Source: an optimization exercise on an open RTL-to-GDS flow (aim: a short achievable clock period and few clock cycles). Production flows keep margins and buffers that such runs may drop. The RTL was checked by simulation tests, not by an equivalence proof against the original design. Power is estimated from default activity; no workload was simulated.

[flow/run.sh]
#!/bin/bash
# synth_recipe.tcl (not shown) runs the flow's synth.tcl, then flattens the netlist and writes it again
# the make line also repeats each setting of config.mk as NAME=value (left out here)
make -C /OpenROAD-flow-scripts/flow DESIGN_CONFIG=/design/flow/config.mk WORK_HOME=/design/flow/orfs CLKGATE_MAP_FILE= SYNTH_SCRIPT=/design/flow/synth_recipe.tcl finish
[flow/config.mk]
export PLATFORM = sky130hd
export DESIGN_NAME = cpu
export DESIGN_NICKNAME = cpu
export VERILOG_FILES = /design/flow/design.v
export SDC_FILE = /design/flow/constraint.sdc
export NUM_CORES = 4
export LEC_CHECK = 0
export ABC_CLOCK_PERIOD_IN_PS = 2000
export CAP_MARGIN = 20
export CORE_MARGIN = 2
export CORE_UTILIZATION = 40
export SETUP_SLACK_MARGIN = 3.5
export SLEW_MARGIN = 20
export TNS_END_PERCENT = 100
[flow/constraint.sdc]
create_clock -name core_clock -period 6.0 [get_ports {clk}]
set_input_delay 1.2000 -clock core_clock [delete_from_list [all_inputs] [get_ports {clk}]]
set_output_delay 1.2000 -clock core_clock [all_outputs]
set_load 0.01 [all_outputs]
[flow/design.v]
module cpu(clk, reset, read_data, datapath_out, N, V, Z, mem_addr, m_cmd, write_data, halt_state_output);
  input clk, reset;
  input [15:0] read_data;
  output [15:0] datapath_out;
  output N, V, Z;
  output [8:0] mem_addr;
  output [1:0] m_cmd;
  output [15:0] write_data;
  output halt_state_output;
  reg [127:0] rf;             
  reg [15:0]  C;
  reg         fN, fV, fZ;
  reg         halted;
  reg [8:0]   pcF;            
  reg         fv;             
  reg [8:0]   fa, fa1;        
  reg [15:0]  IR;
  reg         iv;             
  reg [8:0]   ipc1, ipc2;     
  reg [8:0]   itgt;           
  reg [1:0]   scnt;           
  reg         d_add, d_cmp, d_and, d_mvn, d_mov, d_movi, d_ldr, d_str, d_bx, d_bl, d_halt;
  reg         d_we;           
  reg [7:0]   d_wsel;         
  reg [7:0]   d_asel;         
  reg [7:0]   d_bsel;         
  reg [1:0]   d_sh;           
  reg         c_alw, c_z, c_nz, c_lt, c_le, c_c;    
  reg         dop, dst;       
  reg [8:0]   daddr;
  reg         ld1, ld2;       
  reg [2:0]   ld1rd, ld2rd;
  reg         kill;           
  reg [8:0]   kpc;
  wire exec = iv & (scnt == 2'd0) & ~kill & ~halted;
  reg [15:0] A, Braw;
  integer k;
  always @(*) begin
    A = 16'd0; Braw = 16'd0;
    for (k = 0; k < 8; k = k + 1) begin
      A    = A    | ({16{d_asel[k]}} & rf[16*k +: 16]);
      Braw = Braw | ({16{d_bsel[k]}} & rf[16*k +: 16]);
    end
  end
  reg [15:0] shB;
  always @(*) begin
    case (d_sh)
      2'b00: shB = Braw;
      2'b01: shB = {Braw[14:0], 1'b0};
      2'b10: shB = {1'b0, Braw[15:1]};
      default: shB = {Braw[15], Braw[15:1]};
    endcase
  end
  wire [15:0] sx5  = {{11{IR[4]}}, IR[4:0]};
  wire [15:0] sx8  = {{8{IR[7]}}, IR[7:0]};
  wire        mem  = d_ldr | d_str;
  wire [15:0] addB = mem ? sx5 : shB;
  wire [15:0] sum  = A + addB;
  wire [15:0] diff = A - shB;
  wire        eqz  = (A == shB);
  wire        nV   = ~eqz & A[15] & shB[15];
  wire        nN   = ~eqz & ~nV & diff[15];
  wire [8:0]  blv  = itgt - 9'd2;
  reg [15:0] res;
  always @(*) begin
    res = 16'd0;
    if (d_add)  res = res | sum;
    if (d_and)  res = res | (A & shB);
    if (d_mvn)  res = res | ~shB;
    if (d_mov)  res = res | shB;
    if (d_movi) res = res | sx8;
    if (d_bl)   res = res | {7'd0, blv};
  end
  reg [15:0] cnext;
  always @(*) begin
    if (d_ldr)              cnext = sum;
    else if (d_str | d_bx)  cnext = Braw;
    else if (d_movi)        cnext = 16'd0;
    else                    cnext = res;
  end
  wire cwr = d_add | d_and | d_mvn | d_mov | d_movi | d_ldr | d_str | d_bx;
  wire flt   = fN | fV;
  wire takec = c_alw | (c_z & fZ) | (c_nz & ~fZ) | (c_lt & flt) | (c_le & (flt | fZ)) | c_c;
  wire taken = exec & takec;
  wire [8:0] tgt = c_c ? C[8:0] : itgt;
  wire redir = taken & ~dop;
  assign mem_addr = dop ? daddr : (redir ? tgt : pcF);
  assign m_cmd    = dop ? (dst ? 2'b10 : 2'b01) : (halted ? 2'b00 : 2'b01);
  assign write_data = C;
  assign datapath_out = C;
  assign N = fN;
  assign V = fV;
  assign Z = fZ;
  assign halt_state_output = halted;
  wire flush      = (exec & (takec | d_bx)) | kill;   
  wire ir_free    = ~iv | exec | kill;
  wire cap        = fv & ~flush & ir_free;
  wire drop_stall = fv & ~flush & ~ir_free;
  wire fetch_seq  = ~dop & ~halted & ~redir & ~(iv & d_bx) & ~drop_stall & ~kill;
  wire [8:0] fa_n = redir ? tgt : pcF;
  wire [8:0] fa1_n = fa_n + 9'd1;
  wire [15:0] rd = read_data;
  wire [4:0] op5 = rd[15:11];
  wire p_add  = op5 == 5'b10100;
  wire p_cmp  = op5 == 5'b10101;
  wire p_and  = op5 == 5'b10110;
  wire p_mvn  = op5 == 5'b10111;
  wire p_movi = op5 == 5'b11010;
  wire p_mov  = op5 == 5'b11000;
  wire p_ldr  = op5 == 5'b01100;
  wire p_str  = op5 == 5'b10000;
  wire p_b    = op5 == 5'b00100;
  wire p_bl   = op5 == 5'b01011;
  wire p_bx   = op5 == 5'b01000;
  wire p_halt = ~(p_add | p_cmp | p_and | p_mvn | p_movi | p_mov | p_ldr | p_str | p_b | p_bl | p_bx);
  wire [2:0] rRn = rd[10:8], rRd = rd[7:5], rRm = rd[2:0];
  wire use_rn = p_add | p_cmp | p_and | p_ldr | p_str | p_movi | p_bl;
  wire use_rd = p_add | p_and | p_mvn | p_mov | p_ldr | p_str | p_bx;
  wire use_rm = p_add | p_cmp | p_and | p_mvn | p_mov;
  wire dep0 = iv & d_ldr & ((use_rn & (rRn == IR[7:5])) | (use_rd & (rRd == IR[7:5])) | (use_rm & (rRm == IR[7:5])));
  wire dep1 = ld1 & ((use_rn & (rRn == ld1rd)) | (use_rd & (rRd == ld1rd)) | (use_rm & (rRm == ld1rd)));
  wire [2:0] bnum = (p_str | p_bx) ? rRd : rRm;
  wire [2:0] wnum = (p_movi | p_bl) ? rRn : rRd;
  wire [2:0] cnd = rd[10:8];
  integer r;
  always @(posedge clk) begin
    for (r = 0; r < 8; r = r + 1) begin
      if (exec & d_we & d_wsel[r])
        rf[16*r +: 16] <= res;
      else if (ld2 & (ld2rd == r))
        rf[16*r +: 16] <= read_data;
    end
    if (exec & cwr) C <= cnext;
    if (exec & d_cmp) begin
      fZ <= eqz; fV <= nV; fN <= nN;
    end
    if (cap) begin
      IR <= rd;
      ipc1 <= fa1;
      ipc2 <= fa1 + 9'd1;
      itgt <= fa1 + {rd[7], rd[7:0]};
      scnt <= dep0 ? 2'd2 : (dep1 ? 2'd1 : 2'd0);
      d_add <= p_add; d_cmp <= p_cmp; d_and <= p_and; d_mvn <= p_mvn;
      d_mov <= p_mov; d_movi <= p_movi; d_ldr <= p_ldr; d_str <= p_str;
      d_bx <= p_bx; d_bl <= p_bl; d_halt <= p_halt;
      d_we <= p_add | p_and | p_mvn | p_mov | p_movi | p_bl;
      d_wsel <= 8'd1 << wnum;
      d_asel <= 8'd1 << rRn;
      d_bsel <= 8'd1 << bnum;
      d_sh <= (p_add | p_cmp | p_and | p_mvn | p_mov) ? rd[4:3] : 2'b00;
      c_alw <= (p_b & (cnd == 3'b000 | cnd == 3'b101)) | p_bl;
      c_z   <= p_b & (cnd == 3'b001);
      c_nz  <= p_b & (cnd == 3'b010);
      c_lt  <= p_b & (cnd == 3'b011);
      c_le  <= p_b & (cnd == 3'b100);
      c_c   <= p_b & (cnd == 3'b110);
    end else if (scnt != 2'd0)
      scnt <= scnt - 2'd1;
    daddr <= sum[8:0];
    dst <= d_str;
    ld1rd <= IR[7:5];
    ld2rd <= ld1rd;
    kpc <= ipc1;
    fa <= fa_n;
    fa1 <= fa1_n;
    if (kill)
      pcF <= kpc;
    else if (drop_stall)
      pcF <= fa;
    else if (exec & d_bx)
      pcF <= Braw[8:0];
    else if (taken)
      pcF <= redir ? fa1_n : tgt;
    else if (fetch_seq)
      pcF <= fa1_n;
    if (reset) begin
      pcF <= 9'd0;
      fv <= 1'b0;
      iv <= 1'b0;
      scnt <= 2'd0;
      dop <= 1'b0;
      ld1 <= 1'b0;
      ld2 <= 1'b0;
      kill <= 1'b0;
      halted <= 1'b0;
    end else begin
      fv <= redir | fetch_seq;
      iv <= cap | (iv & ~ir_free);
      dop <= exec & mem;
      ld1 <= exec & d_ldr;
      ld2 <= ld1;
      kill <= exec & d_str & ((sum[8:0] == ipc1) | (sum[8:0] == ipc2));
      if (exec & d_halt) halted <= 1'b1;
    end
  end
endmodule
==> results.json, run 1 <==
{
  "hpwlAfterDp_um": 41500,
  "critPathKind": "reg -> reg",
  "p_int_mw": 8.56,
  "syn_to_final_growth_pct": 40.7,
  "max_clock_freq_ghz": 0.252,
  "multi_input_area_sq_um": 9820,
  "grt_overflow": 0,
  "num_rows": 74,
  "layout_worst_path_cycle_share_pct": 66.1,
  "startpoint_type": "register",
  "antenna_found_initial": 3,
  "drtIter0Drc": 2045,
  "setup_viol": 0,
  "synthArstFlopShare_pct": 0,
  "regArea_sq_um": 8020,
  "p_leak_nw": 9.18,
  "die_w_um": 209,
  "slowest_stage": "a2111oi_0",
  "critPathRequiredTime_ns": 6.30,
  "insertion_delay_ns": 0.55,
  "start_util_pct": 40.8,
  "comb_power_share_pct": 63.2,
  "grt_max_degree": 34,
  "core_sq_um": 41000,
  "cts_tree": "done",
  "finalCriticalPeriod_ns": 3.97,
  "via_per_inst": 6.30,
  "io_pins": 65,
  "status": "no timing/DRC/antenna violations",
  "synth.most_common_cell": "edfxtp_1",
  "clkTransAtPathRegs_ns": 0.06,
  "hp-class": "reg -> reg",
  "crit_fanout": 5,
  "power_density_nw_per_um2": 639,
  "finClkSkew_ns": 0.0293,
  "grt_pass1_wl_um": 96300,
  "p_clk_share_pct": 14.2,
  "setup-tns-final_ns": 0,
  "endpoint_kind": "register",
  "first_global_vias": 14940,
  "tightest_slew_ns": 1.08,
  "crit_chain": "buf_12 -> buf_4 -> a22oi_2 -> nand4_1 -> buf_4 -> nand2_2 -> o21ai_2 -> buf_4 -> ha_1 -> o21bai_1 -> a2111oi_0 -> o31ai_1 -> a31oi_1 -> xnor2_1 -> a211oi_4",
  "critPathMaxStageDelay_ns": 0.56,
  "setup_ws_ns": 2.03,
  "critPathArrivalTime_ns": 4.27,
  "synthesis.area_sq_um": 16700,
  "fp.dieH_um": 209,
  "ys_warn_count": 1,
  "nets": 2055,
  "globalRouteTotalUtil_pct": 29.6,
  "synth_commonest_cells": "edfxtp_1, nand2_1, o21ai_0",
  "synth_edf_count": 226,
  "clkSinkCount": 287,
  "cts-root-buf": "clkbuf_16",
  "vias": 15960,
  "wl_per_cell_um": 26.8,
  "io_buffers": 64,
  "wirelength_um": 68000,
  "dieArea_sq_um": 43500,
  "hold_violations": 0,
  "ys_types": 85,
  "yosysTopAreaCell": "edfxtp_1",
  "ir_drop_v": 0.000342,
  "clock_path_buffers": 3,
  "synth_area_leaders": "edfxtp_1, dfxtp_1, a22oi_1",
  "gp_congestion": 0.918,
  "cts_buffers": 35,
  "dr.pass1.iters": 6,
  "rsz0062_at_grt": "true",
  "syn_nets": 1783,
  "synthFlopType": "edfxtp_1",
  "relSlewSlack_pct": 27.8,
  "syn_inst": 1705,
  "htree_levels": 2,
  "n_fill_cell": 3306,
  "p_seq_share_pct": 22.6,
  "drv_slew": 0,
  "cpMostUsedCell": "buf_4",
  "drive_gt1_share_pct": 37.5,
  "yosysSeqAreaShare_pct": 47.9,
  "cap_violations": 0,
  "pre_cts_slack_ns": 1.32,
  "syn_avg_cell_area_sq_um": 9.81,
  "drc": 0,
  "synth_top_area_share_pct": 40.6,
  "ant_nets": 0,
  "synth_seq_cells": 287,
  "switching_power_mw": 6.50,
  "switching_share_pct": 43.1
}
[cell type report]
| type | instances | area share, % |
|---|---|---|
| Timing Repair Buffer | 377 | 15.6 |
| Multi-Input combinational cell | 1215 | 41.7 |
| Sequential cell | 287 | 34.1 |
| Antenna cell | 2 | 0.0213 |
| Clock buffer | 39 | 3.87 |
| Inverter | 61 | 1.03 |
| Tap cell | 532 | 2.83 |
| Clock inverter | 21 | 0.919 |
[logic make-up (layout without fill, tap and decap cells)]
| kind of cell | Yosys count | count (layout) | synth area share, % |
|---|---|---|---|
| other | 0 | 2 | 0 |
| and+or+nand+nor | 489 | 496 | 13.8 |
| DFF | 287 | 287 | 47.9 |
| muxes | 58 | 58 | 3.68 |
| buffers and inverters | 210 | 498 | 5.30 |
| xor gates and xnor gates | 78 | 78 | 4.25 |
| AOI/OAI and AO/OA | 522 | 522 | 20.4 |
| adders and majority gates | 61 | 61 | 4.64 |
[stage by stage]
| step | hold slack, ns | instance area, sq um | power, mW | instances | util (%) |
|---|---|---|---|---|---|
| floorplan | 0.367 | 17400 | 7.19 | 1705 | - |
| global placement | 0.375 | 18200 | 8.88 | 2183 | 44.3 |
| detailed placement | 0.388 | 18200 | 8.94 | 2183 | 44.3 |
| CTS | 0.398 | 22200 | 13.5 | 2464 | 54.1 |
| global route | 0.418 | 23500 | 15.6 | 2532 | 57.4 |
| finish | 0.398 | 23500 | 15.1 | 2534 | 57.4 |
[per-layer routing]
layer / vias to the layer above / part of all wire, % / global-route usage (%) / wire length, um
met5: - / 0.019 / 0 / 13
met4: 2 / 5.5 / 14.6 / 3770
li1: 6892 / - / - / -
met3: 241 / 11 / 6.51 / 7520
met1: 7748 / 39 / 39.3 / 26300
met2: 1077 / 45 / 45.8 / 30500
[timing repair]
action / in CTS / in global routing
buffers inserted: 215 / 60
pin swaps: 105 / 93
gates resized for setup: 459 / 198
cloned: 6 / 8
hold buffers: 0 / 0
setup endpoints to repair: 439 / 414
[cell usage in the layout, fill, tap and decap left out, types with 17 or more instances in the layout]
cell type | netlist | layout
nor2_1 | 83 | 68
nand4_1 | 38 | 38
nor3_1 | 30 | 20
a21oi_1 | 75 | 45
buf_6 | 1 | 86
xnor2_1 | 37 | 25
clkbuf_16 | 0 | 39
buf_4 | 16 | 211
buf_12 | 0 | 28
edfxtp_1 | 226 | 226
inv_1 | 60 | 48
a21oi_2 | 0 | 20
o21ai_2 | 2 | 55
xor2_1 | 39 | 31
a22oi_1 | 140 | 124
nand2_1 | 223 | 204
ha_1 | 58 | 42
dfxtp_1 | 61 | 56
o21ai_0 | 147 | 23
o21ai_1 | 44 | 105
dlygate4sd2_1 | 0 | 17
a22oi_2 | 1 | 17
mux2i_1 | 36 | 26
[power by group through the flow]
| stage | combinational [mW] | sequential [mW] | clock, mW |
|---|---|---|---|
| 2_1_floorplan | 4.04 | 3.15 | 0 |
| 3_3_place_gp | 5.28 | 3.60 | 0 |
| 3_5_place_dp | 5.32 | 3.62 | 0 |
| 4_1_cts | 7.96 | 3.35 | 2.15 |
| 5_1_grt | 9.96 | 3.44 | 2.23 |
| 6_report | 9.52 | 3.40 | 2.14 |
[sequential cells by signal (all words and copies together), names as in the netlist, 9 cells and up, named ones only]
signal	flops
ipc1	9
daddr	9
kpc	9
pcF	9
rf	128
C	16
ipc2	9
fa1	9
fa	9
itgt	9
[critical path, delay by kind of cell, from the launching register on]
family          cells  cell delay, ns
compound gates      7            1.75
xor+xnor            1            0.14
fa+ha+maj           1            0.35
buf+inv             4            0.72
flops               1            0.44
simple gates        2            0.32
[final timing paths]
kind / cells after the start / slack [ns] / from / to
max: 15 / 2.03 / d_bsel[2] / fN
max reg2reg: 15 / 2.03 / d_bsel[2] / fN
min: 0 / 0.40 / ipc1[3] / kpc[3]
min reg2reg: 0 / 0.40 / ipc1[3] / kpc[3]
Testbench counts, summed over its fixed seeds: cycles 45,678.
==> run 2, diff against run 1 <==
==> flow/config.mk (replaced) <==
export PLATFORM = sky130hd
export DESIGN_NAME = cpu
export DESIGN_NICKNAME = cpu
export VERILOG_FILES = /design/flow/design.v
export SDC_FILE = /design/flow/constraint.sdc
export NUM_CORES = 4
export LEC_CHECK = 0
export CAP_MARGIN = 20
export CORE_MARGIN = 2
export CORE_UTILIZATION = 40
export SLEW_MARGIN = 20
==> run 2 against run 1 <==
  * Largest cell class is now registers
  * Routed wire length decreased by 15%
  * Count of clock-buffer cells in the layout is 1 higher
  * Die area stayed put
  * Setup slack got worse by 1.3 ns
  * Combinational power shrank 46%
  * Area after synthesis did not move
  * Still clean
==> results.json, run 2 <==
{
  "globalRouteTotalUtil_pct": 26.0,
  "syn_avg_cell_area_sq_um": 9.81,
  "vias": 14068,
  "synth.most_common_cell": "edfxtp_1",
  "slowest_stage": "a221oi_2",
  "ant_nets": 0,
  "top_register": "rf",
  "die_w_um": 209,
  "rsz0062_at_grt": "false",
  "whs_ns": 0.387,
  "crit_fanout": 16,
  "synth_commonest_cells": "edfxtp_1, nand2_1, o21ai_0",
  "final_cell_mix": "edfxtp_1, nand2_1, o21ai_0",
  "reg2reg_depth": 13,
  "highest_layer": "met4",
  "max_clock_freq_ghz": 0.191,
  "cp_num_cells": 13,
  "wl_per_cell_um": 25.8,
  "antenna_found_initial": 1,
  "power_mw": 10.5,
  "first_global_vias": 13544,
  "relSlewSlack_pct": 24.9,
  "drc": 0,
  "htree_levels": 1,
  "setup_ws_ns": 0.761,
  "regArea_sq_um": 8010,
  "crit_buf_inv": 1,
  "p_leak_nw": 6.92,
  "layout_worst_path_cycle_share_pct": 87.3,
  "endpoint_kind": "register",
  "synth_area_leaders": "edfxtp_1, dfxtp_1, a22oi_1",
  "routed-wl-met3_um": 5020,
  "dr_wl_met2_um": 26900,
  "n_fill_cell": 3870,
  "cpMostUsedCell": "o21ai_0",
  "grt_pass1_wl_um": 85700,
  "cap_violations": 0,
  "via_per_inst": 6.28,
  "syn_nets": 1783,
  "yosysTopAreaCell": "edfxtp_1",
  "insertion_delay_ns": 0.58,
  "largest_reg_flops": 128,
  "hp-class": "reg -> reg",
  "dr.pass1.iters": 7,
  "fp.dieH_um": 209,
  "critPathArrivalTime_ns": 5.50,
  "syn_inst": 1705,
  "tightest_slew_ns": 1.12,
  "syn_to_final_growth_pct": 10.9,
  "cts_tree": "done",
  "hpwlAfterDp_um": 40500,
  "crit_path_end": "C[5]",
  "multi_input_area_sq_um": 7880,
  "wirelength_um": 57700,
  "placedCellCount": 2182,
  "io_pins": 65,
  "io_buffers": 64,
  "synthFlopType": "edfxtp_1",
  "nets": 1761,
  "clkTransAtPathRegs_ns": 0.06,
  "cp_top_family": "compound AO/OA/AOI/OAI gates",
  "ys_types": 85,
  "finalCriticalPeriod_ns": 5.24,
  "critPathRequiredTime_ns": 6.26,
  "instances_no_fill": 2239,
  "hold_violations": 0,
  "critPathLaunch": "d_bsel[0]",
  "ir_drop_v": 0.000265,
  "synthArstFlopShare_pct": 0,
  "drive_gt1_share_pct": 7.33,
  "gp_congestion": 0.947,
  "layout_commonest_cell": "edfxtp_1",
  "setup_viol": 0,
  "dieArea_sq_um": 43500,
  "critPathKind": "reg -> reg",
  "wl_met1_um": 23600,
  "core_sq_um": 41000,
  "critPathMaxStageDelay_ns": 0.97,
  "ff2ff_setup_slack_ns": 0.76,
  "r2r_start": "d_bsel[0]",
  "clkSinkCount": 287,
  "cts-root-buf": "clkbuf_16",
  "grt_max_degree": 47,
  "postCtsSetupBuffers": 0,
  "synthesis.area_sq_um": 16700,
  "num_rows": 74,
  "power_density_nw_per_um2": 568,
  "pre_cts_slack_ns": 1.09,
  "status": "no timing/DRC/antenna violations",
  "drtIter0Drc": 2041,
  "clock_path_buffers": 3,
  "top_regs": "rf x128, C x16",
  "synth_top_area_share_pct": 40.6,
  "cts_hold_buf": 0,
  "drv_slew": 0,
  "startpoint_type": "register",
  "grt_overflow": 0,
  "cts_buffers": 31,
  "synth_seq_cells": 287,
  "crit_chain": "a22oi_1 -> nand4_1 -> mux2i_1 -> o21ai_0 -> inv_1 -> a21oi_1 -> ha_1 -> o21ai_0 -> o21ai_0 -> a21oi_1 -> xnor2_1 -> a221oi_2 -> o21ai_0",
  "ctsResizeCount": 0,
  "start_util_pct": 40.8,
  "setup-tns-final_ns": 0,
  "yosysSeqAreaShare_pct": 47.9,
  "synth_edf_count": 226,
  "ys_warn_count": 1,
  "finClkSkew_ns": 0.0132,
  "r2r_end": "C[5]"
}
## run 2: routing by layer
metal,GRT usage [%],vias up
met5,0,-
met3,3.88,154
li1,-,6272
met4,10.2,0
met1,34.5,6843
met2,42.8,799
## run 2: worst min-delay path by stage
stage	endpoint	depth (start not counted)	startpoint	slack (ns)
2_1_floorplan	kpc[0]	0	ipc1[0]	0.37
3_3_place_gp	kpc[1]	0	ipc1[1]	0.37
3_5_place_dp	kpc[1]	0	ipc1[1]	0.38
4_1_cts	kpc[1]	0	ipc1[1]	0.39
5_1_grt	kpc[1]	0	ipc1[1]	0.41
6_report	kpc[1]	0	ipc1[1]	0.39
## run 2: kinds of logic after synthesis
group / after synthesis / share of synthesized area (%)
AO/OA/AOI/OAI: 522 / 20.4
AND/OR/NAND/NOR: 489 / 13.8
flip-flops: 287 / 47.9
buffers and inverters: 210 / 5.30
XOR/XNOR: 78 / 4.25
adder cells (fa/ha/maj): 61 / 4.64
multiplexers: 58 / 3.68
## run 2: per-stage QoR
| step | util, % | instance area, sq um |
|---|---|---|
| 2_1_floorplan | - | 16700 |
| 3_3_place_gp | 43.0 | 17600 |
| 3_5_place_dp | 43.0 | 17600 |
| 4_1_cts | 45.2 | 18600 |
| 5_1_grt | 45.2 | 18600 |
| 6_report | 45.3 | 18600 |
## run 2: worst register-to-register path: cells and delay by family (launching register included)
| kind | cells | cell delay [ns] |
|---|---|---|
| AOI/OAI and AO/OA | 8 | 2.86 |
| DFF | 1 | 0.87 |
| muxes | 1 | 0.14 |
| adders and majority gates | 1 | 0.30 |
| xor gates and xnor gates | 1 | 0.23 |
| buffers and inverters | 1 | 0.13 |
| and+or+nand+nor | 1 | 0.40 |
## run 2: area by class of cell
type	count	area share [%]
antenna	2	0.0270
multi-input combinational	1208	42.4
timing repair buffer	94	4.66
clock inverter	15	0.546
tap	532	3.59
clock buffer	40	4.36
sequential	287	43.1
inverter	61	1.23
## run 2: power breakdown
part           internal, mW  switching (mW)  leakage (nW)  total (mW)
Sequential             2.87           0.776          2.61        3.64
Combinational          1.90            3.22          3.87        5.11
Clock                 0.987           0.806         0.442        1.79
==> run 3, diff against run 2 <==
--- a/flow/config.mk
+++ b/flow/config.mk
@@ -5,7 +5,9 @@
 export SDC_FILE = /design/flow/constraint.sdc
 export NUM_CORES = 4
 export LEC_CHECK = 0
+export ABC_CLOCK_PERIOD_IN_PS = 2500
 export CAP_MARGIN = 20
 export CORE_MARGIN = 2
 export CORE_UTILIZATION = 40
+export SETUP_SLACK_MARGIN = 2.5
 export SLEW_MARGIN = 20
==> run 3 against run 2 <==
  * Via count increased by 14%
  * Maximum frequency rose by 29%
  * Largest cell class is now multi-input combinational cells
  * First-iteration DRC count increased by 15%
  * Clock skew increased by 0.0052 ns
  * Sequential share of layout area shrank 8.1 points
  * Sequential cell count stayed put
  * Register-to-register slack improved by 1.2 ns
  * Synthesized cell count unchanged
==> results.json, run 3 <==
{
  "status": "no timing/DRC/antenna violations",
  "ant_nets": 0,
  "dr.pass1.iters": 7,
  "top_register": "rf",
  "syn_nets": 1783,
  "final_cell_mix": "edfxtp_1, buf_4, nand2_1",
  "critPathKind": "reg -> reg",
  "synth_top_area_share_pct": 40.6,
  "crit_buf_inv": 6,
  "grt_max_degree": 49,
  "antenna_found_initial": 1,
  "syn_to_final_growth_pct": 36.5,
  "io_buffers": 64,
  "clkSinkCount": 287,
  "clock_path_buffers": 3,
  "vias": 16047,
  "top_regs": "rf x128, C x16",
  "n_antenna_cell": 0,
  "synthesis.area_sq_um": 16700,
  "cp_top_family": "compound AO/OA/AOI/OAI gates",
  "drive_gt1_share_pct": 32.1,
  "pre_cts_slack_ns": 1.19,
  "endpoint_kind": "register",
  "setup_viol": 0,
  "drv_slew": 0,
  "hpwlAfterDp_um": 42300,
  "critPathRequiredTime_ns": 6.31,
  "relSlewSlack_pct": 25.7,
  "fp.dieH_um": 209,
  "muxShareOfSynthArea_pct": 3.68,
  "dieArea_sq_um": 43500,
  "nets": 2029,
  "power_mw": 15.0,
  "largest_reg_flops": 128,
  "layout_commonest_cell": "edfxtp_1",
  "htree_levels": 2,
  "critPathArrivalTime_ns": 4.37,
  "crit_chain": "buf_6 -> buf_8 -> buf_6 -> a22oi_2 -> nand4_1 -> buf_4 -> mux2_4 -> o21ai_4 -> a21oi_2 -> ha_4 -> buf_6 -> a21o_1 -> a41oi_4 -> o21bai_4 -> xor2_4 -> a211oi_4 -> buf_6 -> o41ai_4",
  "gp_congestion": 0.970,
  "grt_overflow": 0,
  "die_w_um": 209,
  "yosys.area_share.simple_pct": 13.8,
  "ys_warn_count": 1,
  "synthXorXnorAreaFrac_pct": 4.25,
  "ys_types": 85,
  "hp-class": "reg -> reg",
  "syn_avg_cell_area_sq_um": 9.81,
  "num_rows": 74,
  "yosysTopAreaCell": "edfxtp_1",
  "synth_area_leaders": "edfxtp_1, dfxtp_1, a22oi_1",
  "p_leak_nw": 8.86,
  "insertion_delay_ns": 0.53,
  "synth_top_family_by_area": "compound AO/OA/AOI/OAI gates",
  "cts-root-buf": "clkbuf_16",
  "setup-tns-final_ns": 0,
  "setup_ws_ns": 1.94,
  "cpMostUsedCell": "buf_6",
  "cts_buffers": 35,
  "power_density_nw_per_um2": 656,
  "finalCriticalPeriod_ns": 4.06,
  "grt_pass1_wl_um": 99800,
  "layout_worst_path_cycle_share_pct": 67.6,
  "cts_tree": "done",
  "cap_violations": 0,
  "syn_inst": 1705,
  "synth_commonest_cells": "edfxtp_1, nand2_1, o21ai_0",
  "synth_adder_area_share_pct": 4.64,
  "wirelength_um": 69700,
  "wl_per_cell_um": 27.8,
  "drc": 0,
  "drtIter0Drc": 2348,
  "slowest_stage": "edfxtp_1",
  "clkTransAtPathRegs_ns": 0.06,
  "start_util_pct": 40.8,
  "critPathMaxStageDelay_ns": 0.43,
  "synth_seq_cells": 287,
  "synth_edf_count": 226,
  "startpoint_type": "register",
  "globalRouteTotalUtil_pct": 30.7,
  "synth.most_common_cell": "edfxtp_1",
  "synthArstFlopShare_pct": 0,
  "hold_violations": 0,
  "first_global_vias": 15038,
  "finClkSkew_ns": 0.0184,
  "io_pins": 65,
  "core_sq_um": 41000,
  "ir_drop_v": 0.000373,
  "tightest_slew_ns": 1.11,
  "crit_fanout": 5,
  "synth_compound_area_share_pct": 20.4,
  "via_per_inst": 6.40,
  "max_clock_freq_ghz": 0.246,
  "rsz0062_at_grt": "true",
  "yosysSeqAreaShare_pct": 47.9,
  "synthFlopType": "edfxtp_1"
}
[run 3: cell counts after synthesis]
No cell type changed its count.
[run 3: cell type report]
type,instances,area (sq um)
well taps,532,666
multi-input cells,1213,9530
inverters,61,230
clock buffers,44,972
repair buffers,353,3210
clock inverters,19,223
fillers,3416,18200
flip-flops and latches,287,8020
[run 3: cell families (layout without fill, tap and decap cells)]
logic type | count (synthesis) | after routing
AND/OR/NAND/NOR | 489 | 492
multiplexers | 58 | 58
adder cells (fa/ha/maj) | 61 | 61
flip-flops | 287 | 287
AO/OA/AOI/OAI | 522 | 524
buffers and inverters | 210 | 477
XOR/XNOR | 78 | 78
[run 3: path summary, 6_finish.rpt]
| kind | start | end | slack, ns | cells past startpoint |
|---|---|---|---|---|
| worst min register to register | ipc1[1] | kpc[1] | 0.39 | 0 |
| worst max register to register | d_bsel[6] | C[10] | 1.94 | 18 |
| worst min-delay path | ipc1[1] | kpc[1] | 0.39 | 0 |
| worst max-delay path | d_bsel[6] | C[10] | 1.94 | 18 |
[run 3: report_power, final]
group          internal, mW  leakage [nW]  switching, mW  total [mW]
Combinational          4.11          5.67           5.19        9.30
Sequential             2.87          2.61          0.572        3.44
Clock                  1.36         0.583          0.871        2.23
[run 3: metal layers]
| metal | share of wire (%) | wire [um] | GRT usage, % | vias to the layer above |
|---|---|---|---|---|
| met1 | 39 | 27400 | 42.5 | 7810 |
| met5 | 0.016 | 11 | 0 | - |
| li1 | - | - | - | 6829 |
| met3 | 12 | 8480 | 6.58 | 248 |
| met2 | 43 | 29900 | 46.2 | 1158 |
| met4 | 5.6 | 3920 | 13.9 | 2 |
[run 3: metrics by stage]
stage / std cells / hold WS [ns] / utilization (%) / area [sq um]
global route: 2509 / 0.409 / 55.7 / 22800
global placement: 2183 / 0.373 / 43.2 / 17700
CTS: 2455 / 0.395 / 53.3 / 21900
floorplan: 1705 / 0.367 / - / 16800
finish: 2509 / 0.395 / 55.7 / 22800
detailed placement: 2183 / 0.375 / 43.2 / 17700
[run 3: what timing repair did]
item | CTS | global route
buffers inserted | 204 | 52
endpoints found under the setup margin | 166 | 145
pin swaps | 98 | 99
resized for setup | 330 | 156
hold buffers | 0 | 0
cloned | 5 | 2

==> separate check: timing with driven ports <==
Ports are ideal in the flow. The routed layouts listed here were re-timed in OpenROAD.
Step 1 (the two cells are an assumption about what drives the block):
set clk [get_ports {clk}]
set_driving_cell -lib_cell sky130_fd_sc_hd__clkbuf_16 $clk
set_driving_cell -lib_cell sky130_fd_sc_hd__buf_2 [delete_from_list [all_inputs] $clk]
Step 2, shift: input delay + t, output delay - t, t = (earliest + latest rising clock arrival at the registers) / 2. This alone moves slack from input paths to output paths.
Three values: ideal, step 1, step 2; two values: the first two.
| run | shift t [ns] | setup slack, ns | hold slack, ns | worst slew at a driven data input, ns |
|---|---|---|---|---|
| run 1 | 0.589 | 2.033 / 2.033 / 2.033 | 0.398 / 0.398 / 0.398 | 0.05 |
| run 2 | 0.627 | 0.761 / 0.761 / 0.761 | 0.387 / 0.387 / 0.387 | 0.04 |
| run 3 | 0.570 | 1.943 / 1.943 / 1.943 | 0.395 / 0.395 / 0.395 | 0.04 |
After both steps setup and hold are still met in every run listed.
